From an optimization exercise on the open Yosys and OpenROAD flow, aimed at small area and a short achievable clock period; shortcuts taken in it are not production practice. Function was checked by simulation only, so behaviour that the tests miss may differ from the original.

// image_enhance
module image_enhance (
    input  logic        clk,
    input  logic        reset,
    input  logic        stall,
    input  logic [80:0] img,
    input  logic [71:0] fil,
    input  logic [8:0]  add_img,
    output logic [29:0] out
);
Size in the first run: ~200 I/O pins, about 0.025 mm^2 of cells after synthesis.
Settings: LEC_CHECK=0, CAP_MARGIN=20, CORE_MARGIN=2, CORE_UTILIZATION=70, CTS_CLUSTER_DIAMETER=80, CTS_CLUSTER_SIZE=30, GPL_TIMING_DRIVEN=1, SLEW_MARGIN=20; clock period 20.0 ns.
standard.sh (not shown) runs the stock make flow with config.mk's settings and CLKGATE_MAP_FILE= SYNTH_SCRIPT=/design/flow/synth_recipe.tcl, a recipe that flattens the netlist after the stock synthesis.
==> flow/flow/run.sh <==
#!/bin/bash
# Layout flow:
#  1. the standard synthesis (standard.sh synth), unchanged;
#  2. flow/invopt.py on its netlist: picks the polarity in which each
#     full adder and 2-input AND/OR/XOR gate works, so that fewer inverters
#     are needed, and puts each full adder's latest input on its fastest pin
#     (the logic and the registers are left as they are);
#  3. the standard ORFS flow from floorplan to finish, with the make settings
#     in flow/settings.txt, one per line: ports buffered with buf_1.
# Each step's output goes to its own log file in the work folder.
set -euo pipefail
R=orfs/results/sky130hd/image_enhance/base
bash standard.sh synth > synth.log 2>&1
python3 flow/invopt.py $R/1_2_yosys.v $R/1_2_yosys_invopt.v > invopt.log 2>&1
cp $R/1_2_yosys.v $R/1_2_yosys_orig.v
cp $R/1_2_yosys_invopt.v $R/1_2_yosys.v
rm -f $R/1_synth.odb $R/1_synth.sdc
mapfile -t EXTRA < flow/settings.txt
bash standard.sh "${EXTRA[@]}" finish > finish.log 2>&1
==> flow/flow/settings.txt <==
BUFFER_PORTS_ARGS=-buffer_cell sky130_fd_sc_hd__buf_1
Other scripts of this flow, unchanged in this note and not shown: flow/flow/invopt.py
The first run finished clean.
Next try:
==> flow/flow/run.sh (replaced) <==
#!/bin/bash
# Layout flow: the standard synthesis, then a netlist pass that removes
# inverters around the full-adder cells (flow/invopt.py: cell polarities chosen so fewer inverters are needed), then the standard
# ORFS flow from floorplan to finish with the settings in flow/settings.txt.
set -euo pipefail
R=orfs/results/sky130hd/image_enhance/base
bash standard.sh synth > synth.log 2>&1
python3 flow/invopt.py $R/1_2_yosys.v $R/1_2_yosys_invopt.v > invopt.log 2>&1
cp $R/1_2_yosys.v $R/1_2_yosys_orig.v
cp $R/1_2_yosys_invopt.v $R/1_2_yosys.v
rm -f $R/1_synth.odb $R/1_synth.sdc
mapfile -t EXTRA < flow/settings.txt
bash standard.sh "${EXTRA[@]}" finish > finish.log 2>&1
==> flow/flow/settings.txt (replaced) <==
SETUP_SLACK_MARGIN=15.0
BUFFER_PORTS_ARGS=-buffer_cell sky130_fd_sc_hd__buf_1
--- a/flow/config.mk
+++ b/flow/config.mk
@@ -10,4 +10 @@
-export CORE_UTILIZATION = 70
-export CTS_CLUSTER_DIAMETER = 80
-export CTS_CLUSTER_SIZE = 30
-export GPL_TIMING_DRIVEN = 1
+export CORE_UTILIZATION = 30
Global-route usage drops by 21 points.
Final area rose by 6.1%.
Clock-buffer cell count grows by 16.
Via count falls by 1.7%.

* * *

image_enhance again, from the RTL that the note above started with.
Settings: LEC_CHECK=0, CAP_MARGIN=20, CORE_MARGIN=2, CORE_UTILIZATION=70, CTS_CLUSTER_DIAMETER=80, CTS_CLUSTER_SIZE=30, SLEW_MARGIN=20; clock period 20.0 ns.
==> flow/flow/run.sh <==
#!/bin/bash
# Layout flow: the standard synthesis, then a netlist pass that removes
# inverters around the full-adder cells (flow/invopt.py: cell polarities chosen so fewer inverters are needed), then the standard
# ORFS flow from floorplan to finish with the settings in flow/settings.txt.
set -euo pipefail
R=orfs/results/sky130hd/image_enhance/base
bash standard.sh synth > synth.log 2>&1
python3 flow/invopt.py $R/1_2_yosys.v $R/1_2_yosys_invopt.v > invopt.log 2>&1
cp $R/1_2_yosys.v $R/1_2_yosys_orig.v
cp $R/1_2_yosys_invopt.v $R/1_2_yosys.v
rm -f $R/1_synth.odb $R/1_synth.sdc
mapfile -t EXTRA < flow/settings.txt
bash standard.sh "${EXTRA[@]}" finish > finish.log 2>&1
Other scripts of this flow, unchanged in this note and not shown: flow/flow/invopt.py, flow/flow/settings.txt
Change:
==> flow/flow/run.sh (replaced) <==
#!/bin/bash
# Layout flow:
#  1. the standard synthesis (standard.sh synth), unchanged;
#  2. flow/invopt.py on its netlist: picks the polarity in which each
#     full adder and 2-input AND/OR/XOR gate works, so that fewer inverters
#     are needed, and puts each full adder's latest input on its fastest pin
#     (the logic and the registers are left as they are);
#  3. the standard ORFS flow from floorplan to finish, with the make settings
#     in flow/settings.txt, one per line: ports buffered with buf_1, and
#     timing repair asked for 14.9 ns of setup slack (a 5.1 ns period), at
#     the design's clock period and constraints.
# Each step's output goes to its own log file in the work folder.
set -euo pipefail
R=orfs/results/sky130hd/image_enhance/base
bash standard.sh synth > synth.log 2>&1
python3 flow/invopt.py $R/1_2_yosys.v $R/1_2_yosys_invopt.v > invopt.log 2>&1
cp $R/1_2_yosys.v $R/1_2_yosys_orig.v
cp $R/1_2_yosys_invopt.v $R/1_2_yosys.v
rm -f $R/1_synth.odb $R/1_synth.sdc
mapfile -t EXTRA < flow/settings.txt
bash standard.sh "${EXTRA[@]}" finish > finish.log 2>&1
Settings changed: CORE_UTILIZATION 70 to 80.
After rerunning:
- die area decreases by about 12%
- clock-buffer cell count is unchanged
- wire length increases by 11%
- maximum frequency decreases by 0.39%
- setup slack gets worse by 0.020 ns
- non-clock buffer count does not change
- worst hold slack gets better by 0.016 ns

[port drivers added, routing unchanged]
The results above use ideal ports. As a check the final layouts listed here were re-extracted and re-timed, cells and wires unchanged.
Step 1 sets driving cells, clkbuf_16 on the clock port and buf_2 on the other inputs (assumed; they add their load-dependent delay and slew).
Step 2 times the ports against the registers' clock, not the clock port: input delays grow and output delays shrink by t, the midpoint of the rising clock arrivals with the driver on.
Slacks: ideal ports / drivers / drivers and shift; pairs: ideal ports / drivers.
run | t (ns) | setup WS [ns] | clock arrival spread, ns | worst slew at a driven data input, ns | cell pins on the clock port's net
the first run of note 1 | 0.581 | 14.429 / 14.461 / 13.880 | 0.024 / 0.024 | 0.06 | 1
the second run of note 1 | 0.646 | 14.907 / 14.842 / 14.448 | 0.026 / 0.026 | 0.07 | 1
the first run of note 2 | 0.585 | 14.930 / 14.872 / 14.461 | 0.031 / 0.031 | 0.04 | 1
the second run of note 2 | 0.577 | 14.910 / 14.855 / 14.430 | 0.032 / 0.032 | 0.06 | 1
After both steps every run listed still meets setup and hold. For the first run of note 1, which loses most, drivers alone change the setup slack by +0.032 ns; drivers and shift together by -0.549 ns.
